Background: an optimization exercise with open tools, aiming at small area. Do not read the settings as production practice. Only simulation tests tie the RTL to the original design; equivalence was not proved. The flow treats the clock pin as an ideal source, which a real chip does not have. Power is estimated from default activity; no workload was simulated.

[flow/flow/run.sh]
#!/bin/bash
# The standard ORFS layout with these changes:
# - no hard adder cells before ABC (ADDER_MAP_FILE empty), so ABC maps
#   the counters and comparators with the rest of the logic;
# - ABC maps the logic for area (flow/abc_area_map.script: fraig, dc2,
#   dch, amap) instead of ORFS's speed script; registers are mapped
#   before ABC, so they are the standard synthesis's;
# - clock tree synthesis adds no dummy loads and builds clusters of
#   clkbuf_8, then flow/clock_buffer_sizing.tcl downsizes clock buffers
#   that have slew to spare;
# - ports are buffered with buf_1.
# Each ORFS step keeps its own log under orfs/logs; standard.log has
# make's output.
set -euo pipefail
here=$(pwd)
rm -rf "$here/scripts"
cp -r "$FLOW_HOME/scripts" "$here/scripts"
cp "$here/flow/abc_area_map.script" "$here/scripts/abc_area_map.script"
sed -i 's#/abc_speed.script#/abc_area_map.script#' "$here/scripts/synth_preamble.tcl"
grep -q abc_area_map.script "$here/scripts/synth_preamble.tcl"
sed -i "s#^log_cmd clock_tree_synthesis {\*}\$cts_args\$#&\nsource $here/flow/clock_buffer_sizing.tcl#" "$here/scripts/cts.tcl"
grep -q clock_buffer_sizing.tcl "$here/scripts/cts.tcl"
export SCRIPTS_DIR="$here/scripts"
export ADDER_MAP_FILE=
export CTS_ARGS="-sink_clustering_enable -repair_clock_nets -dont_use_dummy_load -buf_list sky130_fd_sc_hd__clkbuf_8 -sink_clustering_size 16 -sink_clustering_max_diameter 80"
export CLK_BUF_MAX_SLEW=0.100
export BUFFER_PORTS_ARGS="-buffer_cell sky130_fd_sc_hd__buf_1"
bash standard.sh > standard.log 2>&1
[flow/flow/abc_area_map.script]
strash
&get -n
&fraig -x
&put
dc2
dch -f
amap -F 4 -A 8
topo
[flow/flow/clock_buffer_sizing.tcl]
# Sourced by cts.tcl right after clock_tree_synthesis: give each clock
# buffer the smallest clkbuf size whose loads still see at most
# CLK_BUF_MAX_SLEW ns of slew (placement parasitics), leaf buffers first.
set_propagated_clock [all_clocks]
estimate_parasitics -placement

proc clk_worst_load_slew {net} {
  set w 0
  foreach p [get_pins -of_objects $net -filter "direction == input"] {
    set s [get_property $p slew_max]
    if {$s > $w} { set w $s }
  }
  return $w
}

proc downsize_clock_buffers {target} {
  set sizes {sky130_fd_sc_hd__clkbuf_1 sky130_fd_sc_hd__clkbuf_2 sky130_fd_sc_hd__clkbuf_4
             sky130_fd_sc_hd__clkbuf_8 sky130_fd_sc_hd__clkbuf_16}
  set leaves {}
  set upper {}
  foreach inst [get_cells *] {
    if {[lsearch $sizes [get_property $inst ref_name]] < 0} { continue }
    set out [get_nets -of_objects [get_pins -of_objects $inst -filter "direction == output"]]
    set drives_buf 0
    foreach p [get_pins -of_objects $out -filter "direction == input"] {
      if {[lsearch $sizes [get_property [get_cells -of_objects $p] ref_name]] >= 0} { set drives_buf 1 }
    }
    if {$drives_buf} { lappend upper $inst } else { lappend leaves $inst }
  }
  set n 0
  foreach inst [concat $leaves $upper] {
    set m [get_property $inst ref_name]
    set i [lsearch $sizes $m]
    set out [get_nets -of_objects [get_pins -of_objects $inst -filter "direction == output"]]
    set in [get_nets -of_objects [get_pins -of_objects $inst -filter "direction == input"]]
    for {set j 0} {$j < $i} {incr j} {
      replace_cell $inst [lindex $sizes $j]
      if {[clk_worst_load_slew $out] <= $target && [clk_worst_load_slew $in] <= $target} {
        incr n
        break
      }
      replace_cell $inst $m
    }
  }
  puts "clock_buffer_sizing: downsized $n clock buffers"
}

downsize_clock_buffers $::env(CLK_BUF_MAX_SLEW)
[flow/standard.sh]
#!/bin/bash
# synth_recipe.tcl (not shown) runs the flow's synth.tcl, then flattens the netlist and writes it again
# the make line also repeats each setting of config.mk as NAME=value (left out here)
make -C /OpenROAD-flow-scripts/flow DESIGN_CONFIG=/design/flow/config.mk WORK_HOME=/design/flow/orfs CLKGATE_MAP_FILE= SYNTH_SCRIPT=/design/flow/synth_recipe.tcl "${@:-finish}"
[flow/config.mk]
export PLATFORM = sky130hd
export DESIGN_NAME = avalon_uart
export DESIGN_NICKNAME = avalon_uart
export VERILOG_FILES = /design/flow/design.v
export SDC_FILE = /design/flow/constraint.sdc
export NUM_CORES = 4
export LEC_CHECK = 0
export CAP_MARGIN = 20
export CORE_MARGIN = 2
export CORE_UTILIZATION = 40
export SLEW_MARGIN = 20
[flow/constraint.sdc]
create_clock -name core_clock -period 5.0 [get_ports {clk}]
set_input_delay 1.0000 -clock core_clock [delete_from_list [all_inputs] [get_ports {clk}]]
set_output_delay 1.0000 -clock core_clock [all_outputs]
set_load 0.01 [all_outputs]
[flow/design.v]
module uart_fifo #(
    parameter HEAD_AT_COUNT = 0      
) (
    input               rst,
    input               clk,
    input               push,
    input               pop,
    input [7:0]         din,
    output [7:0]        dout,
    output              full,
    output              empty,
    output [3:0]        entry
);
    reg [7:0]   mem [7:0];
    reg [3:0]   count;
    logic       wen;
    logic       ren;
    logic [2:0] ridx;
    assign full  = count[3];
    assign empty = (count == 4'd0);
    assign entry = count;
    assign wen = ~full & push;
    assign ren = ~empty & pop;
    always @(posedge clk) begin
        if (rst) count <= 4'd0;
        else if (wen & ~ren) count <= count + 1'b1;
        else if (ren & ~wen) count <= count - 1'b1;
    end
    integer i;
    always @(posedge clk) begin
        if (wen) begin
            mem[0] <= din;
            for (i = 1; i < 8; i = i + 1) mem[i] <= mem[i-1];
        end
    end
    assign ridx = HEAD_AT_COUNT ? count[2:0] : count[2:0] - 1'b1;
    assign dout = mem[ridx];
endmodule
module uart_baud #(
    parameter SAMPLE = 1
) (
    input           clk,
    input [15:0]    cfg_div,
    input           baud_clear,
    output reg      baud_tick,
    output reg      baud_sample
);
    localparam [15:0] MASK16 = 16'hAAAA;
    localparam [11:0] MASK12 = 12'hAAA;
    reg [15:0]      baud_cnt_q;
    logic [15:0]    baud_cnt;
    logic           baud_cnt_fire;
    logic [15:0]    div;
    assign baud_cnt = baud_cnt_q ^ MASK16;
    assign div = cfg_div + 1'b1;
    assign baud_cnt_fire = baud_cnt == 16'd0;
    always @(posedge clk) begin
        if (baud_cnt_fire || baud_clear) baud_cnt_q <= div ^ MASK16;
        else baud_cnt_q <= (baud_cnt - 1'b1) ^ MASK16;
        baud_tick <= baud_cnt_fire;
    end
    generate
        if (SAMPLE) begin: sample_logic
            reg [11:0]  sample_cnt_q;
            logic [11:0] sample_cnt;
            logic       sample_cnt_fire;
            assign sample_cnt = sample_cnt_q ^ MASK12;
            assign sample_cnt_fire = sample_cnt == 12'd0;
            always @(posedge clk) begin
                if (sample_cnt_fire || baud_clear) sample_cnt_q <= div[15:4] ^ MASK12;
                else sample_cnt_q <= (sample_cnt - 1'b1) ^ MASK12;
                baud_sample <= sample_cnt_fire;
            end
        end
        else begin: no_sample_logic
            always @* baud_sample = 1'b0;
        end
    endgenerate
endmodule
module uart_rx (
    input           clk,
    input           rst,
    input [15:0]    cfg_div,
    input           cfg_rxen,
    input           cfg_nstop,
    output logic     rx_valid,
    output reg [7:0] rx_data,
    input           uart_rxd
);
    logic           baud_tick;
    logic           baud_sample;
    logic           cnt_zero;
    logic           cycle_cnt_cmpl;
    logic           uart_rxd_synced;
    reg [1:0]       uart_rxd_sync;
    reg             baud_clear;
    reg [2:0]       cnt;
    localparam IDLE  = 0;
    localparam START = 1;
    localparam DATA  = 2;
    localparam STOP  = 3;
    reg [1:0]       state;
    logic [1:0]     state_next;
    assign cnt_zero = (cnt == 3'd0);
    assign cycle_cnt_cmpl = cnt_zero & baud_tick;
    always @(posedge clk) begin
        if (rst) uart_rxd_sync <= 2'b11;
        else begin
            uart_rxd_sync[0] <= uart_rxd;
            uart_rxd_sync[1] <= uart_rxd_sync[0];
        end
    end
    assign uart_rxd_synced = uart_rxd_sync[1];
    assign rx_valid = (state == IDLE) & ~baud_clear;
    always @(*) begin
        state_next = state;
        case(state)
            IDLE:  if (!uart_rxd_synced & cfg_rxen) state_next = START;
            START: if (cnt_zero) state_next = DATA;
            DATA:  if (cycle_cnt_cmpl) state_next = STOP;
            STOP:  if (cycle_cnt_cmpl) state_next = IDLE;
        endcase
    end
    always @(posedge clk) begin
        if (rst) state <= IDLE;
        else state <= state_next;
    end
    always @(posedge clk) begin
        baud_clear <= (state == IDLE) | ((state == START) & cnt_zero);
        case(state)
            IDLE: begin
                cnt <= 3'd7;
            end
            START: begin
                if (cnt_zero) cnt <= 3'd7;
                else if (baud_sample) cnt <= cnt - 1'b1;
            end
            DATA: begin
                if (baud_tick) rx_data <= {uart_rxd_synced, rx_data[7:1]};
                if (cycle_cnt_cmpl) cnt <= {2'b0, cfg_nstop};
                else if (baud_tick) cnt <= cnt - 1'b1;
            end
            STOP: begin
                if (baud_tick) cnt <= cnt - 1'b1;
            end
        endcase
    end
    uart_baud #(.SAMPLE(1)) u_uart_baud(
        .clk            (clk),
        .cfg_div        (cfg_div),
        .baud_clear     (baud_clear),
        .baud_tick      (baud_tick),
        .baud_sample    (baud_sample)
    );
endmodule
module uart_tx (
    input           clk,
    input           rst,
    input [15:0]    cfg_div,
    input           cfg_txen,
    input           cfg_nstop,
    input           fifo_empty,
    input [7:0]     fifo_head,
    output          fifo_pop,
    output reg      uart_txd
);
    logic           req;
    logic           baud_tick;
    logic           cycle_cnt_cmpl;
    logic           tx_ready;
    reg             baud_clear;
    reg [7:0]       buffer;
    reg [2:0]       cycle_cnt;
    localparam IDLE  = 0;
    localparam START = 1;
    localparam DATA  = 2;
    localparam STOP  = 3;
    reg [1:0]       state;
    logic [1:0]     state_next;
    assign tx_ready = (state == IDLE) & baud_clear;
    assign fifo_pop = ~fifo_empty & tx_ready;
    assign req = fifo_pop & cfg_txen;
    assign cycle_cnt_cmpl = (cycle_cnt == 3'd0) & baud_tick;
    always @(*) begin
        state_next = state;
        case(state)
            IDLE:  if (req) state_next = START;
            START: if (baud_tick) state_next = DATA;
            DATA:  if (cycle_cnt_cmpl) state_next = STOP;
            STOP:  if (cycle_cnt_cmpl) state_next = IDLE;
        endcase
    end
    always @(posedge clk) begin
        if (rst) state <= IDLE;
        else state <= state_next;
    end
    always @(posedge clk) begin
        baud_clear <= (state == IDLE);
        if (baud_tick) cycle_cnt <= cycle_cnt - 1'b1;
        case(state)
            IDLE: begin
                buffer <= fifo_head;
                uart_txd <= 1'b1;
            end
            START: begin
                uart_txd <= 1'b0;
                cycle_cnt <= 3'd7;
            end
            DATA: begin
                uart_txd <= buffer[~cycle_cnt];
                if (cycle_cnt_cmpl) cycle_cnt <= {2'b0, cfg_nstop};
            end
            STOP: begin
                uart_txd <= 1'b1;
            end
        endcase
    end
    uart_baud #(.SAMPLE(0)) u_uart_baud(
        .clk            (clk),
        .cfg_div        (cfg_div),
        .baud_clear     (baud_clear),
        .baud_tick      (baud_tick),
        .baud_sample    ()
    );
endmodule
module avalon_uart (
    input               clk,
    input               rst,
    input               avn_read,
    input               avn_write,
    input [4:0]         avn_address,
    input [31:0]        avn_writedata,
    output reg [31:0]   avn_readdata,
    output              avn_waitrequest,
    output              int_txwm,
    output              int_rxwm,
    output              uart_txd,
    input               uart_rxd
);
    logic           rx_valid;
    logic [7:0]     rx_data;
    logic           txfifo_push;
    logic           txfifo_pop;
    logic [7:0]     txfifo_dout;
    logic           txfifo_full;
    logic           txfifo_empty;
    logic [3:0]     txfifo_entry;
    logic           rxfifo_pop;
    logic [7:0]     rxfifo_dout;
    logic           rxfifo_full;
    logic           rxfifo_empty;
    logic [3:0]     rxfifo_entry;
    reg             txdata_valid;
    reg             txdata_full;
    reg [7:0]       txdata_data;
    reg [2:0]       txctrl_txcnt;
    reg             txctrl_nstop;
    reg             txctrl_txen;
    reg [2:0]       rxctrl_rxcnt;
    reg             rxctrl_rxen;
    reg             ie_rxwm;
    reg             ie_txwm;
    reg             ip_rxwm;
    reg             ip_txwm;
    reg [15:0]      div_q;           
    logic [15:0]    div_div;
    reg [2:0]       rd_sel;
    reg             rd_flag;
    logic           addr_ok;
    logic           txdata_write;
    logic           txctrl_write;
    logic           rxctrl_write;
    logic           ie_write;
    logic           div_write;
    localparam [15:0] DIV_MASK = 16'hFFFF;
    assign div_div = div_q ^ DIV_MASK;
    assign addr_ok = (avn_address[1:0] == 2'b00) & (avn_address[4:2] != 3'd7);
    assign txdata_write = avn_write & (avn_address == 5'h00);
    assign txctrl_write = avn_write & (avn_address == 5'h08);
    assign rxctrl_write = avn_write & (avn_address == 5'h0C);
    assign ie_write     = avn_write & (avn_address == 5'h10);
    assign div_write    = avn_write & (avn_address == 5'h18);
    always @(posedge clk) begin
        if (rst) begin
            txdata_data <= 8'b0;
            txctrl_txcnt <= 3'b0;
            txctrl_nstop <= 1'b0;
            txctrl_txen <= 1'b0;
            rxctrl_rxcnt <= 3'b0;
            rxctrl_rxen <= 1'b0;
            ie_rxwm <= 1'b0;
            ie_txwm <= 1'b0;
            div_q <= DIV_MASK;
        end
        else begin
        if (txdata_write) begin
            txdata_data <= avn_writedata[7:0];
        end
        if (txctrl_write) begin
            txctrl_txcnt <= avn_writedata[18:16];
            txctrl_nstop <= avn_writedata[1];
            txctrl_txen <= avn_writedata[0];
        end
        if (rxctrl_write) begin
            rxctrl_rxcnt <= avn_writedata[18:16];
            rxctrl_rxen <= avn_writedata[0];
        end
        if (ie_write) begin
            ie_rxwm <= avn_writedata[1];
            ie_txwm <= avn_writedata[0];
        end
        if (div_write) begin
            div_q <= avn_writedata[15:0] ^ DIV_MASK;
        end
        end
    end
    always @(posedge clk) begin
        txdata_full <= txfifo_full;
        ip_rxwm <= (rxfifo_entry > {1'b0, rxctrl_rxcnt}) & ie_rxwm;
        ip_txwm <= (txfifo_entry < {1'b0, txctrl_txcnt}) & ie_txwm;
    end
    always @(posedge clk) begin
        txdata_valid <= txdata_write;
    end
    always @(posedge clk) begin
        if (addr_ok & (avn_address[4:2] == 3'd5)) begin
            rd_sel  <= {1'b1, ip_rxwm, 1'b1};
            rd_flag <= ip_txwm;
        end
        else begin
            rd_sel  <= addr_ok ? avn_address[4:2] : 3'd0;
            rd_flag <= (avn_address == 5'h04) ? rxfifo_empty : txdata_full;
        end
    end
    always @* begin
        avn_readdata = 32'b0;
        case (rd_sel)
        3'd0: begin
            avn_readdata[31] = rd_flag;
            avn_readdata[7:0] = txdata_data;
        end
        3'd1: begin
            avn_readdata[31] = rd_flag;
            avn_readdata[7:0] = rxfifo_dout;
        end
        3'd2: begin
            avn_readdata[18:16] = txctrl_txcnt;
            avn_readdata[1:0] = {txctrl_nstop, txctrl_txen};
        end
        3'd3: begin
            avn_readdata[18:16] = rxctrl_rxcnt;
            avn_readdata[0] = rxctrl_rxen;
        end
        3'd4: avn_readdata[1:0] = {ie_rxwm, ie_txwm};
        3'd6: avn_readdata[15:0] = div_div;
        default: avn_readdata[1:0] = {rd_sel[1], rd_flag};
        endcase
    end
    assign avn_waitrequest = 1'b0;
    assign int_txwm = ip_txwm;
    assign int_rxwm = ip_rxwm;
    assign txfifo_push = txdata_valid;
    assign rxfifo_pop  = (avn_address == 5'h04) & avn_read;
    uart_tx u_uart_tx (
        .clk        (clk),
        .rst        (rst),
        .cfg_div    (div_div),
        .cfg_txen   (txctrl_txen),
        .cfg_nstop  (txctrl_nstop),
        .fifo_empty (txfifo_empty),
        .fifo_head  (txfifo_dout),
        .fifo_pop   (txfifo_pop),
        .uart_txd   (uart_txd)
    );
    uart_rx u_uart_rx (
        .clk        (clk),
        .rst        (rst),
        .cfg_div    (div_div),
        .cfg_rxen   (rxctrl_rxen),
        .cfg_nstop  (txctrl_nstop),
        .rx_valid   (rx_valid),
        .rx_data    (rx_data),
        .uart_rxd   (uart_rxd)
    );
    uart_fifo #(.HEAD_AT_COUNT(0)) u_tx_fifo (
        .rst    (rst),
        .clk    (clk),
        .push   (txfifo_push),
        .pop    (txfifo_pop),
        .din    (txdata_data),
        .dout   (txfifo_dout),
        .full   (txfifo_full),
        .empty  (txfifo_empty),
        .entry  (txfifo_entry)
    );
    uart_fifo #(.HEAD_AT_COUNT(1)) u_rx_fifo (
        .rst    (rst),
        .clk    (clk),
        .push   (rx_valid),
        .pop    (rxfifo_pop),
        .din    (rx_data),
        .dout   (rxfifo_dout),
        .full   (rxfifo_full),
        .empty  (rxfifo_empty),
        .entry  (rxfifo_entry)
    );
endmodule
==> results of run 1 <==
-- cells in the mapped netlist (all sizes together), types with 2 or more instances --
master  number
o221ai      23
a31oi        2
nand3        8
o21ai       51
or2          3
edfxtp     147
o32a         3
a221oi       8
nor3        32
or3          4
o22a        10
a21oi       36
buf         13
nand2       50
o21a        11
o32ai        5
clkinv      87
dfxtp      110
a22oi       47
nand4        8
a222oi      26
nor2        89
nor4         2
o22ai       29
a211oi       6
-- layout make-up --
type	instances	share of cell area [%]
Multi-Input combinational cell	475	25.9
Clock buffer	20	2.41
Sequential cell	257	61.6
Inverter	87	3.04
Antenna cell	2	0.0466
Tap cell	324	3.78
Timing Repair Buffer	72	3.23
-- worst paths after layout --
| path | from | end | depth (start not counted) |
|---|---|---|---|
| max | u_rx_fifo.count[0] | avn_readdata[1] | 8 |
| min | u_rx_fifo.mem[0][6] | u_rx_fifo.mem[1][6] | 0 |
| min reg2reg | u_rx_fifo.mem[0][6] | u_rx_fifo.mem[1][6] | 0 |
| max reg2reg | div_q[0] | u_uart_rx.u_uart_baud.sample_logic.sample_cnt_q[11] | 24 |
-- state kept, by name (all words and copies together) (netlist names), 4 cells and up --
signal,flops
u_uart_tx.u_uart_baud.baud_cnt_q,16
u_uart_rx.u_uart_baud.sample_logic.sample_cnt_q,12
txdata_data,8
u_uart_rx.rx_data,8
u_rx_fifo.mem,64
u_uart_rx.u_uart_baud.baud_cnt_q,16
u_rx_fifo.count,4
u_tx_fifo.count,4
u_uart_tx.buffer,8
u_tx_fifo.mem,64
div_q,16
-- logic make-up after synthesis --
kind of cell           count (synthesis)  synth area share (%)
flip-flops                           257                  67.8
AO/OA/AOI/OAI                        263                  19.0
buffers and inverters                100                  4.35
other                                  1                0.0385
XOR/XNOR                               1                0.0898
AND/OR/NAND/NOR                      198                  8.63
-- stage by stage --
| stage | std cells | hold WS (ns) |
|---|---|---|
| after CTS | 1234 | 0.385 |
| after global placement | 1214 | 0.395 |
| final | 1237 | 0.402 |
| after detailed placement | 1214 | 0.397 |
| after floorplan | 832 | 0.362 |
| after global routing | 1237 | 0.412 |
-- worst max-delay path, delay by kind of cell, from the launching register on --
family / cells / cell delay [ns]
flip-flops: 1 / 0.43
AND/OR/NAND/NOR: 2 / 0.17
AO/OA/AOI/OAI: 3 / 1.00
buffers and inverters: 3 / 0.55
-- cells in the final DEF, fill, tap and decap left out, drive strengths merged, types with 2 or more instances in the layout --
master	netlist	layout
o32ai	5	5
conb	1	13
dfxtp	110	110
nor3	32	32
a222oi	26	26
diode	0	2
a211oi	6	6
a31oi	2	2
o32a	3	3
o21a	11	11
nand2	50	50
nand4	8	8
or2	3	3
clkbuf	0	20
o22ai	29	29
buf	13	72
clkinv	87	86
o21ai	51	51
nor2	89	89
a22oi	47	47
edfxtp	147	147
a221oi	8	8
o22a	10	10
nand3	8	8
nor4	2	2
or3	4	4
o221ai	23	23
a21oi	36	36
-- routing by layer --
layer,global-route usage [%],wire [microns]
met1,25.2,10400
met2,26.5,9860
met3,2.68,1290
met4,4.30,464
met5,0,0
-- power groups by stage --
stage / Combinational [mW] / Sequential (mW) / Clock [mW]
6_report: 1.04 / 2.64 / 0.971
5_1_grt: 1.18 / 2.66 / 1.08
4_1_cts: 1.04 / 2.64 / 1.01
3_5_place_dp: 1.04 / 2.68 / 0
3_3_place_gp: 1.03 / 2.68 / 0
2_1_floorplan: 0.741 / 2.64 / 0
==> impl_metrics.ini, run 1 <==
[status]
outcome = finished clean

[die]
die_w_microns = 160
start_util_pct = 40.5
fp.dieH_microns = 160
num_rows = 57
core_sq_um = 24100
dieArea_sq_um = 25600
ios = 78

[synthesis]
ys_top_cells_by_area = edfxtp_1 (45%), dfxtp_1 (23%), a22oi_1 (3.6%), nor2_1 (3.4%), clkinv_1 (3.3%)
synthFlopType = edfxtp_1
synth_cell_types = 35
synth_area_sq_um = 9750
yosysSeqAreaShare_pct = 67.8
synthCells = 820
synth-seq-cells = 257
synth.top_cell.area_share_pct = 45.3
synth-edff-count = 147
synthArstFlopShare_pct = 0
synth.largest_area_cell = edfxtp_1
synth_area_per_cell_sq_um = 11.9
yosysWarnings = 9

[place]
placed_cell_area_sq_um = 10500
port_buffers = 51
gp_congestion = 0.829
place_ws_ns = 1.11
post-dp-hpwl_mm = 15.2

[power_and_ir_drop]
p_per_area_nw_per_um2 = 433
p_clk_share_pct = 20.9
seqPwrFrac_pct = 56.7
power.switching_mw = 1.45
p_total_mw = 4.65
ir_drop_mv = 0.186
p_leak_nw = 3.41
switching_share_pct = 31.2
combPwrFrac_pct = 22.4
power.internal_mw = 3.20

[global_route]
grt_pass1_wl_mm = 35.0
grt_max_degree = 66
antenna_found_initial = 2
grtUsageTotal_pct = 17.1
gr-total-overflow = 0
grt_pass1_vias = 6438

[finish]
drive_gt1_share_pct = 4.83
layout.area.seq_sq_um = 6620
fin_nets = 955
multiInputGateArea_sq_um = 2780
final_area_sq_um = 10700
postLayoutCoreUtil_pct = 44.5
fillCellCount = 2317
area.growth.synth_to_final_pct = 10.1

[setup_path]
cpPeakStageDelay_ns = 0.43
crit_chain = clkinv_1 > nor3_1 > buf_4 > a222oi_1 > nand2_1 > a221oi_1 > o221ai_1 > buf_1
startpoint_type = flip-flop
crit_slowest_cell = dfxtp_1
crit_arrival_ns = 2.70
timing_worst_setup_path_type = flip-flop to primary output
crit_path_end_kind = primary output
crit_path_max_fanout = 10
worstPathRequired_ns = 4.00
rrSetupSlack_ns = 1.37

[drt]
drt_iter0_drc = 705
detail-route-antenna-nets = 0
drt-total-wl_mm = 22.0
vias_per_cell = 5.50
vias = 6803
dr.pass1.iters = 5
drc_errors = 0
wl_per_cell_microns = 17.8

[clock_tree]
post-cts-setup-buffer-count = 0
cts_tree = built
worst_skew_pair.late_latency_ns = 0.55
numClockSinks = 257
cts.clk_slew.worst_paths_ns = 0.09
cts_buffers = 20
cts.repair.resized = 0
hold_buffers = 0

[timing]
rsz0062_at_grt = false
fin_skew_ns = 0.0747
fmax_mhz = 270
min_period_over_period_pct = 74.1
setup_violations = 0
slew_violations = 0
tightest_slew_ns = 1.06
hold_violations = 0
tns_ns = 0
slew_headroom_pct = 28.8
layout_setup_ws_ns = 1.30
period_needed_ns = 3.70

[run]
maxCapViolCount = 0

[hold_path]
hold_class = flip-flop to flip-flop
==> inputs of run 2 (changes only) <==
--- a/flow/flow/run.sh
+++ b/flow/flow/run.sh
@@ -24,3 +24,3 @@
 export ADDER_MAP_FILE=
-export CTS_ARGS="-sink_clustering_enable -repair_clock_nets -dont_use_dummy_load -buf_list sky130_fd_sc_hd__clkbuf_8 -sink_clustering_size 16 -sink_clustering_max_diameter 80"
+export CTS_ARGS="-sink_clustering_enable -repair_clock_nets -dont_use_dummy_load -buf_list sky130_fd_sc_hd__clkbuf_8 -sink_clustering_size 16 -sink_clustering_max_diameter 70"
 export CLK_BUF_MAX_SLEW=0.100
==> run 2 against run 1 <==
Sequential share of layout area is essentially flat. Setup slack gained 0.013 ns. Clock power grew 0.7%. Non-clock buffer count is the same. Register-to-register slack is essentially flat. Critical path depth is the same. Largest power group unchanged. Utilization is essentially flat. Routed wire length grew 0.40%. Area after synthesis is the same. First-iteration DRC count shrank 4.0%.
==> impl_metrics.ini, run 2 <==
[timing]
fmax_mhz = 271
period_needed_ns = 3.69
tightest_slew_ns = 1.12
slew_headroom_pct = 25.0
fin_skew_ns = 0.0314
rsz0062_at_grt = false
tns_ns = 0
setup_violations = 0
hold_violations = 0
min_period_over_period_pct = 73.8
slew_violations = 0

[synthesis]
synthFlopType = edfxtp_1
yosysSeqAreaShare_pct = 67.8
synthCells = 820
synth_most_common_cell = edfxtp_1
synth-seq-cells = 257
synthArstFlopShare_pct = 0
synthTopCellsByCount = edfxtp_1 (147), dfxtp_1 (110), nor2_1 (89)
synth-edff-count = 147
yosysWarnings = 9
synth_area_per_cell_sq_um = 11.9
synth_area_sq_um = 9750
ys_top_cells_by_area = edfxtp_1 (45%), dfxtp_1 (23%), a22oi_1 (3.6%), nor2_1 (3.4%), clkinv_1 (3.3%)
synth.top_cell.area_share_pct = 45.3
synth_cell_types = 35
synth.largest_area_cell = edfxtp_1

[finish]
fin_nets = 955
largestRegisters = u_rx_fifo.mem: 64 flops, u_tx_fifo.mem: 64 flops
drive_gt1_share_pct = 4.94
mostFrequentLayoutCell = edfxtp_1
final_cell_mix = edfxtp_1 (147), dfxtp_1 (110), nor2_1 (88)
area.growth.synth_to_final_pct = 10.1

[drt]
wl_met1_mm = 10.4
dr.pass1.iters = 5
detail-route-antenna-nets = 0
drt-total-wl_mm = 22.1
top_layer_used = met5
vias = 6826
wl_met3_mm = 1.39
wl_met2_mm = 9.84
drt_iter0_drc = 677
wl_per_cell_microns = 17.9
drc_errors = 0
vias_per_cell = 5.52

[power_and_ir_drop]
combPwrFrac_pct = 22.4
switching_share_pct = 31.2
ir_drop_mv = 0.310
p_leak_nw = 3.42
p_per_area_nw_per_um2 = 434
p_total_mw = 4.66
power.switching_mw = 1.45
seqPwrFrac_pct = 56.6
p_clk_share_pct = 21.0
power.internal_mw = 3.21

[setup_path]
worstPathRequired_ns = 4.00
rrSetupSlack_ns = 1.36
crit_path_max_fanout = 10
timing_worst_setup_path_type = flip-flop to primary output
cpPeakStageDelay_ns = 0.42
r2r-start = div_q[0]
crit_slowest_cell = dfxtp_1
startpoint_type = flip-flop
crit_arrival_ns = 2.69
crit_path_end_kind = primary output
crit_chain = clkinv_1 > nor3_1 > buf_4 > a222oi_1 > nand2_1 > a221oi_1 > o221ai_1 > buf_1
reg2regPathDepth = 24
r2r_end = u_uart_rx.u_uart_baud.sample_logic.sample_cnt_q[11]

[clock_tree]
cts.clk_slew.worst_paths_ns = 0.09
numClockSinks = 257
worst_skew_pair.late_latency_ns = 0.57
cts_tree = built
hold_buffers = 0
post-cts-setup-buffer-count = 0
cts.repair.resized = 0
cts_buffers = 20

[place]
gp_congestion = 0.829
post-dp-hpwl_mm = 15.2
port_buffers = 51

[die]
die_w_microns = 160
num_rows = 57
fp.dieH_microns = 160
dieArea_sq_um = 25600
start_util_pct = 40.5
core_sq_um = 24100
ios = 78

[global_route]
grt_pass1_vias = 6434
antenna_found_initial = 3
grt_pass1_wl_mm = 35.1
grtUsageTotal_pct = 17.2
gr-total-overflow = 0
grt_max_degree = 66

[hold_path]
hold_class = flip-flop to flip-flop
hold_path_end = u_uart_rx.uart_rxd_sync[1]
whs_path_depth = 1
min-delay-start = u_uart_rx.uart_rxd_sync[0]

[run]
maxCapViolCount = 0

[status]
outcome = finished clean
run 2: routing by layer:
| layer | up-vias | track usage, % |
|---|---|---|
| met5 | - | 0 |
| met3 | 31 | 3.09 |
| met4 | 2 | 3.93 |
| met1 | 3279 | 25.3 |
| li1 | 3318 | - |
| met2 | 196 | 26.6 |
run 2: stage by stage:
| stage | util, % | instances | cell area [sq um] | hold slack [ns] | setup WS (ns) |
|---|---|---|---|---|---|
| 4_1_cts | 44.5 | 1234 | 10700 | 0.417 | 1.09 |
| 6_report | 44.5 | 1237 | 10700 | 0.414 | 1.31 |
| 5_1_grt | 44.5 | 1237 | 10700 | 0.454 | 0.857 |
| 3_5_place_dp | 43.4 | 1214 | 10500 | 0.397 | 1.11 |
| 2_1_floorplan | - | 832 | 9800 | 0.362 | 0.306 |
| 3_3_place_gp | 43.4 | 1214 | 10500 | 0.395 | 1.13 |
run 2: worst max-delay path: cells and delay by family (launching register included):
kind	cells	cell delay, ns
flip-flops	1	0.42
AND/OR/NAND/NOR	2	0.17
AO/OA/AOI/OAI	3	1.00
buffers and inverters	3	0.55
run 2: cells by family after synthesis:
logic type | after synthesis | synth area share [%]
other cells | 1 | 0.0385
compound gates | 263 | 19.0
xor+xnor | 1 | 0.0898
simple gates | 198 | 8.63
flops | 257 | 67.8
buf+inv | 100 | 4.35
run 2: power by group through the flow:
stage                     Sequential, mW  Combinational [mW]  Clock [mW]
after floorplan                     2.64               0.741           0
after global placement              2.68                1.03           0
after detailed placement            2.68                1.04           0
after CTS                           2.64                1.04        1.02
after global routing                2.66                1.18        1.10
final                               2.64                1.04       0.978
run 2: final cells by class:
| class | count | area [sq um] |
|---|---|---|
| Multi-Input combinational cell | 475 | 2780 |
| Clock buffer | 20 | 263 |
| Inverter | 87 | 327 |
| Timing Repair Buffer | 72 | 347 |
| Antenna cell | 2 | 5.00 |
| Tap cell | 324 | 405 |
| Fill cell | 2317 | 13400 |
| Sequential cell | 257 | 6620 |
run 2: how the worst max path moves through the flow:
| stage | startpoint | cells past startpoint | slack, ns | endpoint |
|---|---|---|---|---|
| after global placement | u_uart_tx.u_uart_baud.baud_cnt_q[0] | 18 | 1.13 | u_uart_tx.u_uart_baud.baud_cnt_q[15] |
| after global routing | div_q[0] | 24 | 0.86 | u_uart_rx.u_uart_baud.baud_cnt_q[15] |
| after CTS | u_uart_tx.u_uart_baud.baud_cnt_q[0] | 18 | 1.09 | u_uart_tx.u_uart_baud.baud_cnt_q[15] |
| after floorplan | u_uart_rx.state[0] | 9 | 0.31 | u_rx_fifo.count[2] |
| final | u_rx_fifo.count[0] | 8 | 1.31 | avn_readdata[1] |
| after detailed placement | u_uart_tx.u_uart_baud.baud_cnt_q[0] | 18 | 1.11 | u_uart_tx.u_uart_baud.baud_cnt_q[15] |
==> inputs of run 3 (changes only) <==
--- a/flow/flow/run.sh
+++ b/flow/flow/run.sh
@@ -5,4 +5,5 @@
 # - ABC maps the logic for area (flow/abc_area_map.script: fraig, dc2,
-#   dch, amap) instead of ORFS's speed script; registers are mapped
-#   before ABC, so they are the standard synthesis's;
+#   dch, amap) instead of ORFS's speed script, without the weak _0 cells
+#   that have a _1 twin of the same area; registers are mapped before
+#   ABC, so they are the standard synthesis's;
 # - clock tree synthesis adds no dummy loads and builds clusters of
@@ -20,2 +21,6 @@
 grep -q abc_area_map.script "$here/scripts/synth_preamble.tcl"
+# ABC also leaves out the _0 drive variants that have a _1 variant of the
+# same area, so that equal-area choices take the stronger cell
+sed -i 's#{\*}\$lib_dont_use_args -constr#{*}$lib_dont_use_args {*}$::env(ABC_EXTRA_DONT_USE) -constr#' "$here/scripts/synth_preamble.tcl"
+grep -q ABC_EXTRA_DONT_USE "$here/scripts/synth_preamble.tcl"
 sed -i "s#^log_cmd clock_tree_synthesis {\*}\$cts_args\$#&\nsource $here/flow/clock_buffer_sizing.tcl#" "$here/scripts/cts.tcl"
@@ -24,3 +29,4 @@
 export ADDER_MAP_FILE=
-export CTS_ARGS="-sink_clustering_enable -repair_clock_nets -dont_use_dummy_load -buf_list sky130_fd_sc_hd__clkbuf_8 -sink_clustering_size 16 -sink_clustering_max_diameter 70"
+export ABC_EXTRA_DONT_USE="-dont_use sky130_fd_sc_hd__o21ai_0 -dont_use sky130_fd_sc_hd__a21boi_0 -dont_use sky130_fd_sc_hd__and2_0 -dont_use sky130_fd_sc_hd__o311ai_0 -dont_use sky130_fd_sc_hd__or2_0"
+export CTS_ARGS="-sink_clustering_enable -repair_clock_nets -dont_use_dummy_load -buf_list sky130_fd_sc_hd__clkbuf_8 -sink_clustering_size 16 -sink_clustering_max_diameter 60"
 export CLK_BUF_MAX_SLEW=0.100
==> run 3 against run 2 <==
Total power increased by 1.4%. First-iteration DRC count fell by 4.1%. Register-to-register slack is essentially flat. Clock skew is 0.049 ns higher. Hold slack got worse by 0.014 ns. Via count grew 0.13%. Clock-buffer cell count increased by 3.
==> impl_metrics.ini, run 3 <==
[synthesis]
synth_top_family_by_area = compound AO/OA/AOI/OAI gates
synth_cell_types = 35
synth_compound_area_share_pct = 19.0
synth-simple-area-share_pct = 8.63
synthArstFlopShare_pct = 0
synth.largest_area_cell = edfxtp_1
synth_xor_area_share_pct = 0.0898
yosysSeqAreaShare_pct = 67.8
synthCells = 820
synth_most_common_cell = edfxtp_1
synth_area_per_cell_sq_um = 11.9
ys_top_cells_by_area = edfxtp_1 (45%), dfxtp_1 (23%), a22oi_1 (3.6%), nor2_1 (3.4%), clkinv_1 (3.3%)
synth.top_cell.area_share_pct = 45.3
yosysWarnings = 9
synthTopCellsByCount = edfxtp_1 (147), dfxtp_1 (110), nor2_1 (89)
synthFlopType = edfxtp_1
synth_fa_ha_area_share_pct = 0
synth-edff-count = 147
synth_area_sq_um = 9750
synth_mux_area_share_pct = 0
synth-seq-cells = 257

[drt]
vias_per_cell = 5.53
drt-total-wl_mm = 22.1
detail-route-antenna-nets = 0
wl_per_cell_microns = 17.9
drc_errors = 0
vias = 6835
dr.pass1.iters = 9
drt_iter0_drc = 649

[power_and_ir_drop]
power.internal_mw = 3.25
ir_drop_mv = 0.265
p_per_area_nw_per_um2 = 438
seqPwrFrac_pct = 55.9
combPwrFrac_pct = 22.4
p_total_mw = 4.72
p_leak_nw = 3.43
p_clk_share_pct = 21.8
power.switching_mw = 1.47
switching_share_pct = 31.1

[timing]
fin_skew_ns = 0.0801
tightest_slew_ns = 1.06
slew_headroom_pct = 28.7
hold_violations = 0
slew_violations = 0
tns_ns = 0
holdWs_ns = 0.400
setup_violations = 0
rsz0062_at_grt = false
min_period_over_period_pct = 75.1
period_needed_ns = 3.75
layout_setup_ws_ns = 1.25
fmax_mhz = 266

[finish]
mostFrequentLayoutCell = edfxtp_1
final_area_sq_um = 10800
area.growth.synth_to_final_pct = 10.4
fin_nets = 956
postLayoutCoreUtil_pct = 44.7
drive_gt1_share_pct = 5.26
largestRegisters = u_rx_fifo.mem: 64 flops, u_tx_fifo.mem: 64 flops
fin_cells = 1237
final_cell_mix = edfxtp_1 (147), dfxtp_1 (110), nor2_1 (89)

[setup_path]
crit_path_max_fanout = 9
timing_worst_setup_path_type = flip-flop to primary output
crit_path_end_kind = primary output
rrSetupSlack_ns = 1.35
r2r_end = u_uart_rx.u_uart_baud.sample_logic.sample_cnt_q[11]
worstPathRequired_ns = 4.00
r2r-start = div_q[0]
crit_arrival_ns = 2.75
reg2regPathDepth = 24
startpoint_type = flip-flop

[clock_tree]
hold_buffers = 0
post-cts-setup-buffer-count = 0
cts.clk_slew.worst_paths_ns = 0.10
cts_tree = built
numClockSinks = 257
worst_skew_pair.late_latency_ns = 0.60
cts.repair.resized = 0
cts_buffers = 23

[die]
core_sq_um = 24100
fp.dieH_microns = 160
die_w_microns = 160
ios = 78
dieArea_sq_um = 25600
num_rows = 57
start_util_pct = 40.5

[hold_path]
hold_path_end = u_rx_fifo.mem[4][0]
min-delay-start = u_rx_fifo.mem[3][0]
hold_class = flip-flop to flip-flop
whs_path_depth = 0

[place]
port_buffers = 51
gp_congestion = 0.816
placed_cell_area_sq_um = 10500
post-dp-hpwl_mm = 15.1
dpl.cell_count = 1213
place_ws_ns = 1.39

[run]
maxCapViolCount = 0

[global_route]
gr-total-overflow = 0
grt_max_degree = 66
antenna_found_initial = 1
grt_pass1_wl_mm = 34.6
grtUsageTotal_pct = 17.0
grt_pass1_vias = 6258

[status]
outcome = finished clean
## run 3: cell count changes after synthesis
cell	delta
o21ai_0	-51
o21ai_1	+51
or2_0	-3
or2_1	+3
## run 3: cells by family (layout without fill, tap and decap cells)
group,after synthesis,in the layout
compound gates,263,263
xor+xnor,1,1
buf+inv,100,180
flops,257,257
other cells,1,14
simple gates,198,198
## run 3: worst max-delay path by stage
stage,from,to
finish,u_rx_fifo.count[1],avn_readdata[1]
CTS,u_rx_fifo.count[1],avn_readdata[1]
global route,div_q[0],u_uart_rx.u_uart_baud.sample_logic.sample_cnt_q[11]
global placement,div_q[0],u_uart_rx.u_uart_baud.sample_logic.sample_cnt_q[11]
detailed placement,div_q[0],u_uart_rx.u_uart_baud.sample_logic.sample_cnt_q[11]
floorplan,u_uart_rx.state[0],u_rx_fifo.count[2]
## run 3: final cells by class
| cell class | instances | area (sq um) |
|---|---|---|
| Timing Repair Buffer | 70 | 334 |
| Fill cell | 2318 | 13300 |
| Antenna cell | 1 | 2.50 |
| Clock buffer | 23 | 298 |
| Tap cell | 324 | 405 |
| Inverter | 87 | 327 |
| Multi-Input combinational cell | 475 | 2790 |
| Sequential cell | 257 | 6620 |
## run 3: worst max-delay path: stages, from the launching register on
cell      delay (ns)
dfxtp_1         0.40
clkinv_1        0.17
nor3_1          0.07
buf_4           0.19
a222oi_1        0.34
nand2_1         0.10
a221oi_1        0.43
o221ai_1        0.28
buf_1           0.19
## run 3: power groups by stage
stage	clock (mW)	combinational (mW)	sequential [mW]
floorplan	0	0.757	2.64
global placement	0	1.04	2.68
detailed placement	0	1.05	2.68
CTS	1.07	1.06	2.63
global route	1.14	1.19	2.66
finish	1.03	1.06	2.64
## run 3: layer usage
metal	share of wire, %	GRT usage, %	vias to the layer above
met5	0	0	-
met1	48	25.9	3260
li1	-	-	3325
met3	6.8	2.96	24
met4	1.5	3.03	0
met2	44	25.7	226
==> inputs of run 4 (changes only) <==
--- a/flow/flow/run.sh
+++ b/flow/flow/run.sh
@@ -11,3 +11,5 @@
 #   that have slew to spare;
-# - ports are buffered with buf_1.
+# - ports are buffered with buf_1, and flow/pre_gpl_repair.tcl repairs
+#   slew and capacitance right after that, before timing-driven global
+#   placement;
 # Each ORFS step keeps its own log under orfs/logs; standard.log has
@@ -25,2 +27,5 @@
 grep -q ABC_EXTRA_DONT_USE "$here/scripts/synth_preamble.tcl"
+awk -v f="$here/flow/pre_gpl_repair.tcl" '{print} /^    buffer_ports /{print "    source " f}' "$here/scripts/global_place.tcl" > "$here/scripts/global_place.tcl.new"
+mv "$here/scripts/global_place.tcl.new" "$here/scripts/global_place.tcl"
+grep -q pre_gpl_repair.tcl "$here/scripts/global_place.tcl"
 sed -i "s#^log_cmd clock_tree_synthesis {\*}\$cts_args\$#&\nsource $here/flow/clock_buffer_sizing.tcl#" "$here/scripts/cts.tcl"
==> flow/flow/pre_gpl_repair.tcl (new file) <==
# Sourced by global_place.tcl after port buffering: repair max slew and
# capacitance on the initial placement (the FIFO write enables drive 64
# flip-flops each), so that timing-driven global placement does not see
# those slow nets as timing violations and rebuffer elsewhere.
estimate_parasitics -placement
repair_design -verbose
==> run 4 against run 3 <==
Still clean. Global-route usage is 0.20 points lower. Die area is the same. Combinational power hardly changed. Maximum frequency increased by 0.74%. First-iteration DRC count is 16% lower. Setup slack improved by 0.028 ns.
==> impl_metrics.ini, run 4 <==
[timing]
period_needed_ns = 3.73
slew_headroom_pct = 34.0
fin_skew_ns = 0.0989
min_period_over_period_pct = 74.5
tns_ns = 0
layout_setup_ws_ns = 1.27
fmax_mhz = 268
tightest_slew_ns = 0.982
setup_violations = 0
hold_violations = 0
holdWs_ns = 0.414
rsz0062_at_grt = false
slew_violations = 0

[setup_path]
worstPathRequired_ns = 4.00
critPathLaunch = u_rx_fifo.count[1]
startpoint_type = flip-flop
reg2regPathDepth = 24
cp-endpoint = avn_readdata[1]
crit_arrival_ns = 2.73
r2r_end = u_uart_rx.u_uart_baud.baud_cnt_q[15]
crit_path_max_fanout = 9
r2r-start = div_q[0]
crit_path_end_kind = primary output
rrSetupSlack_ns = 1.41
timing_worst_setup_path_type = flip-flop to primary output

[finish]
final_cell_mix = edfxtp_1 (147), dfxtp_1 (110), nor2_1 (89)
final_area_sq_um = 10800
mostFrequentLayoutCell = edfxtp_1
area.growth.synth_to_final_pct = 10.4
fin_nets = 959
postLayoutCoreUtil_pct = 44.7
drive_gt1_share_pct = 5.25
largestRegisters = u_rx_fifo.mem: 64 flops, u_tx_fifo.mem: 64 flops

[run]
maxCapViolCount = 0

[synthesis]
synthCells = 820
synth_top_family_by_area = compound AO/OA/AOI/OAI gates
synth_fa_ha_area_share_pct = 0
synth_area_per_cell_sq_um = 11.9
synth_cell_types = 35
synthTopCellsByCount = edfxtp_1 (147), dfxtp_1 (110), nor2_1 (89)
synth_mux_area_share_pct = 0
yosysWarnings = 9
synthArstFlopShare_pct = 0
synth.largest_area_cell = edfxtp_1
synth-seq-cells = 257
synth-edff-count = 147
yosysSeqAreaShare_pct = 67.8
ys_top_cells_by_area = edfxtp_1 (45%), dfxtp_1 (23%), a22oi_1 (3.6%), nor2_1 (3.4%), clkinv_1 (3.3%)
synth-simple-area-share_pct = 8.63
synth_most_common_cell = edfxtp_1
synth_xor_area_share_pct = 0.0898
synthFlopType = edfxtp_1
synth_area_sq_um = 9750
synth.top_cell.area_share_pct = 45.3
synth_compound_area_share_pct = 19.0

[power_and_ir_drop]
p_clk_share_pct = 21.1
p_per_area_nw_per_um2 = 435
switching_share_pct = 31.0
p_leak_nw = 3.43
power.switching_mw = 1.45
power.internal_mw = 3.23
seqPwrFrac_pct = 56.3
ir_drop_mv = 0.254
combPwrFrac_pct = 22.6

[drt]
vias = 6825
wl_per_cell_microns = 17.6
vias_per_cell = 5.50
dr.pass1.iters = 5
detail-route-antenna-nets = 0
drc_errors = 0
drt_iter0_drc = 546
drt-total-wl_mm = 21.9

[hold_path]
hold_class = flip-flop to flip-flop

[global_route]
grtUsageMet1_pct = 24.1
gr-total-overflow = 0
antenna_found_initial = 2
grt_pass1_wl_mm = 34.2
busiest_layer = met2
grt_pass1_vias = 6272
grtUsageTotal_pct = 16.8
grt_max_degree = 66
met3_usage_pct = 3.32
grt_use_met2_pct = 26.3

[clock_tree]
cts_tree = built
hold_buffers = 0
worst_skew_pair.late_latency_ns = 0.57
cts_buffers = 22
post-cts-setup-buffer-count = 0
cts.repair.resized = 0
numClockSinks = 257
cts.clk_slew.worst_paths_ns = 0.10

[place]
gp_congestion = 0.834
port_buffers = 51
placed_cell_area_sq_um = 10500
place_ws_ns = 1.40
post-dp-hpwl_mm = 15.1

[die]
core_sq_um = 24100
die_w_microns = 160
fp.dieH_microns = 160
num_rows = 57
ios = 78
dieArea_sq_um = 25600
start_util_pct = 40.5

[status]
outcome = finished clean
[run 4: final cells by class]
| class | count | area (sq um) |
|---|---|---|
| Clock buffer | 22 | 274 |
| Tap cell | 324 | 405 |
| Fill cell | 2271 | 13300 |
| Antenna cell | 2 | 5.00 |
| Sequential cell | 257 | 6620 |
| Timing Repair Buffer | 74 | 362 |
| Inverter | 87 | 327 |
| Multi-Input combinational cell | 475 | 2780 |
[run 4: worst min-delay path by stage]
stage / endpoint / cells past startpoint / start
2_1_floorplan: txdata_full / 0 / u_tx_fifo.count[3]
3_3_place_gp: u_uart_rx.uart_rxd_sync[1] / 1 / u_uart_rx.uart_rxd_sync[0]
3_5_place_dp: u_uart_rx.uart_rxd_sync[1] / 1 / u_uart_rx.uart_rxd_sync[0]
4_1_cts: u_rx_fifo.mem[2][7] / 0 / u_rx_fifo.mem[1][7]
5_1_grt: txdata_full / 0 / u_tx_fifo.count[3]
6_report: u_uart_rx.uart_rxd_sync[1] / 1 / u_uart_rx.uart_rxd_sync[0]
[run 4: power groups by stage]
stage	Combinational [mW]	Clock [mW]	Sequential (mW)
floorplan	0.757	0	2.64
global placement	1.05	0	2.68
detailed placement	1.06	0	2.68
CTS	1.07	1.03	2.64
global route	1.19	1.09	2.66
finish	1.06	0.986	2.64
[run 4: kinds of logic after synthesis]
logic type | after synthesis
DFF | 257
buffers and inverters | 100
AOI/OAI and AO/OA | 263
other | 1
xor gates and xnor gates | 1
and+or+nand+nor | 198
[run 4: metrics by stage]
stage          power (mW)  instances
3_5_place_dp         3.75       1216
3_3_place_gp         3.72       1216
6_report             4.68       1241
2_1_floorplan        3.40        832
5_1_grt              4.95       1240
4_1_cts              4.73       1238
[run 4: routing by layer]
metal | vias to the layer above | wire (microns) | share of wire (%)
li1 | 3327 | - | -
met1 | 3262 | 10300 | 47
met2 | 211 | 9740 | 44
met3 | 25 | 1500 | 6.8
met4 | 0 | 396 | 1.8
met5 | - | 0 | 0
[run 4: critical path, cell delays in order, from the launching register on]
cell	delay [ns]
dfxtp_1	0.41
clkinv_1	0.17
nor3_1	0.07
buf_4	0.19
a222oi_1	0.36
nand2_1	0.10
a221oi_1	0.40
o221ai_1	0.28
buf_1	0.19
==> inputs of run 5 (changes only) <==
--- a/flow/flow/run.sh
+++ b/flow/flow/run.sh
@@ -34,2 +34,3 @@
 export ADDER_MAP_FILE=
+export GPL_KEEP_OVERFLOW=0
 export ABC_EXTRA_DONT_USE="-dont_use sky130_fd_sc_hd__o21ai_0 -dont_use sky130_fd_sc_hd__a21boi_0 -dont_use sky130_fd_sc_hd__and2_0 -dont_use sky130_fd_sc_hd__o311ai_0 -dont_use sky130_fd_sc_hd__or2_0"
==> run 5 against run 4 <==
Still clean. Sequential share of layout area is 0.23 points lower. Total power is 1.0% higher. Global-route usage is 0.19 points higher. Critical path depth is 1 lower. Largest power group unchanged.
==> impl_metrics.ini, run 5 <==
[status]
outcome = finished clean

[finish]
drive_gt1_share_pct = 5.32
fin_nets = 946
mostFrequentLayoutCell = edfxtp_1
largestRegisters = u_rx_fifo.mem: 64 flops, u_tx_fifo.mem: 64 flops
fillCellCount = 2310
final_area_sq_um = 10800
area.growth.synth_to_final_pct = 10.8
final_cell_mix = edfxtp_1 (147), dfxtp_1 (110), nor2_1 (88)

[place]
post-dp-hpwl_mm = 15.1
port_buffers = 51
placed_cell_area_sq_um = 10500
gp_congestion = 0.796

[timing]
tightest_slew_ns = 1.14
min_period_over_period_pct = 83.4
slew_headroom_pct = 23.2
hold_violations = 0
rsz0062_at_grt = false
slew_violations = 0
fmax_mhz = 240
fin_skew_ns = 0.0843
setup_violations = 0
period_needed_ns = 4.17
tns_ns = 0

[global_route]
grt_pass1_vias = 6271
grt_pass1_wl_mm = 34.8
grtUsageTotal_pct = 17.0
antenna_found_initial = 1
grt_max_degree = 43
gr-total-overflow = 0

[setup_path]
crit_path_max_fanout = 10
crit_slowest_cell = nor3_2
cpPeakStageDelay_ns = 0.71
path_delay_family = simple AND/OR/NAND/NOR gates
worstPathRequired_ns = 4.00
crit_arrival_ns = 3.17
startpoint_type = flip-flop
crit_path_end_kind = primary output
timing_worst_setup_path_type = flip-flop to primary output
crit_chain = clkinv_1 > nor3_2 > a222oi_1 > nand2_1 > a221oi_1 > o221ai_1 > buf_1
rrSetupSlack_ns = 1.25
path_buf_inv = 2

[die]
die_w_microns = 160
num_rows = 57
core_sq_um = 24100
dieArea_sq_um = 25600
fp.dieH_microns = 160
ios = 78
start_util_pct = 40.5

[drt]
vias = 6779
drt_iter0_drc = 750
drt-total-wl_mm = 22.0
detail-route-antenna-nets = 0
dr.pass1.iters = 7
wl_per_cell_microns = 17.9
vias_per_cell = 5.52
drc_errors = 0

[clock_tree]
post-cts-setup-buffer-count = 0
worst_skew_pair.late_latency_ns = 0.59
cts.clk_slew.worst_paths_ns = 0.10
cts_buffers = 23
cts_tree = built
numClockSinks = 257
hold_buffers = 0
cts.repair.resized = 0

[synthesis]
synth_area_sq_um = 9750
synth.top_cell.area_share_pct = 45.3
synthCells = 820
ys_top_cells_by_area = edfxtp_1 (45%), dfxtp_1 (23%), a22oi_1 (3.6%), nor2_1 (3.4%), clkinv_1 (3.3%)
synth_most_common_cell = edfxtp_1
synthArstFlopShare_pct = 0
yosysWarnings = 9
yosysSeqAreaShare_pct = 67.8
synth.largest_area_cell = edfxtp_1
synth_cell_types = 35
synth-seq-cells = 257
synth_area_per_cell_sq_um = 11.9
synthFlopType = edfxtp_1
synth-edff-count = 147
synthTopCellsByCount = edfxtp_1 (147), dfxtp_1 (110), nor2_1 (89)

[power_and_ir_drop]
ir_drop_mv = 0.200
p_per_area_nw_per_um2 = 438
p_leak_nw = 3.40

[run]
maxCapViolCount = 0

[hold_path]
hold_class = flip-flop to flip-flop
-- run 5: cell counts after synthesis --
Identical to the previous run, type by type.
-- run 5: final cells by class --
class | instances | area [sq um] | share of cell area (%)
multi-input cells | 475 | 2830 | 26.2
diodes | 1 | 2.50 | 0.0232
repair buffers | 60 | 337 | 3.11
inverters | 87 | 327 | 3.02
well taps | 324 | 405 | 3.75
clock buffers | 23 | 289 | 2.67
flip-flops and latches | 257 | 6620 | 61.2
-- run 5: path summary, 6_finish.rpt --
path / from / endpoint / cells past startpoint
hold / removal: u_uart_rx.rx_data[2] / u_rx_fifo.mem[0][2] / 0
setup reg to reg: u_uart_rx.u_uart_baud.baud_cnt_q[0] / u_uart_rx.u_uart_baud.baud_cnt_q[15] / 18
hold reg to reg: u_uart_rx.rx_data[2] / u_rx_fifo.mem[0][2] / 0
setup / recovery: u_rx_fifo.count[0] / avn_readdata[1] / 7
-- run 5: metal layers --
metal  up-vias  wire [microns]  track usage (%)
met5         -               0                0
met4         0             334             3.77
met1      3212           10400             25.1
met3        23            1580             3.09
met2       227            9670             26.2
li1       3317               -                -
-- run 5: through the flow --
step	instances	hold WS [ns]	setup slack, ns	util (%)	power, mW
after detailed placement	1201	0.403	0.941	43.5	3.74
after floorplan	832	0.368	0.251	-	3.40
after global placement	1200	0.387	1.05	43.3	3.72
final	1227	0.415	0.831	44.8	4.73
after global routing	1227	0.435	0.648	44.8	5.01
after CTS	1224	0.421	0.576	44.7	4.75
-- run 5: logic make-up (layout without fill, tap and decap cells) --
| kind of cell | Yosys count | after routing | synth area share, % |
|---|---|---|---|
| and+or+nand+nor | 198 | 198 | 8.63 |
| DFF | 257 | 257 | 67.8 |
| xor gates and xnor gates | 1 | 1 | 0.0898 |
| buffers and inverters | 100 | 170 | 4.35 |
| other | 1 | 14 | 0.0385 |
| AOI/OAI and AO/OA | 263 | 263 | 19.0 |
-- run 5: power by group --
group	switching (mW)	total, mW	internal [mW]
combinational	0.691	1.07	0.381
sequential	0.146	2.64	2.49
clock	0.644	1.02	0.374
total	1.48	4.73	3.25

-- port drivers added, routing unchanged --
No port has a modelled driver above. Below, the same layouts with a new extraction and two added sets of constraints. Step 1: set_driving_cell puts a clkbuf_16 on clk and a buf_2 on each other input, an assumption about the parent block. Step 2 moves the port delays by t, midway between the first and last clock arrival at a register: inputs arrive t later, outputs are due t later. That takes back most of the time a late clock gives input paths. a / b / c = ideal / step 1 / step 2; a / b = the first two.
| run | shift t [ns] | slack for setup (ns) | worst setup path after step 2 | clock arrival spread, ns | cell pins on the clock port's net |
|---|---|---|---|---|---|
| run 1 | 0.565 | 1.295 / 1.253 / 1.365 | register to register | 0.095 / 0.095 | 1 |
| run 2 | 0.595 | 1.308 / 1.266 / 1.356 | register to register | 0.032 / 0.032 | 1 |
| run 3 | 0.598 | 1.245 / 1.203 / 1.354 | register to register | 0.083 / 0.083 | 1 |
| run 4 | 0.565 | 1.273 / 1.230 / 1.410 | register to register | 0.102 / 0.102 | 1 |
| run 5 | 0.599 | 0.831 / 0.790 / 1.247 | register to register | 0.095 / 0.094 | 1 |
After both steps every run listed still meets setup and hold.
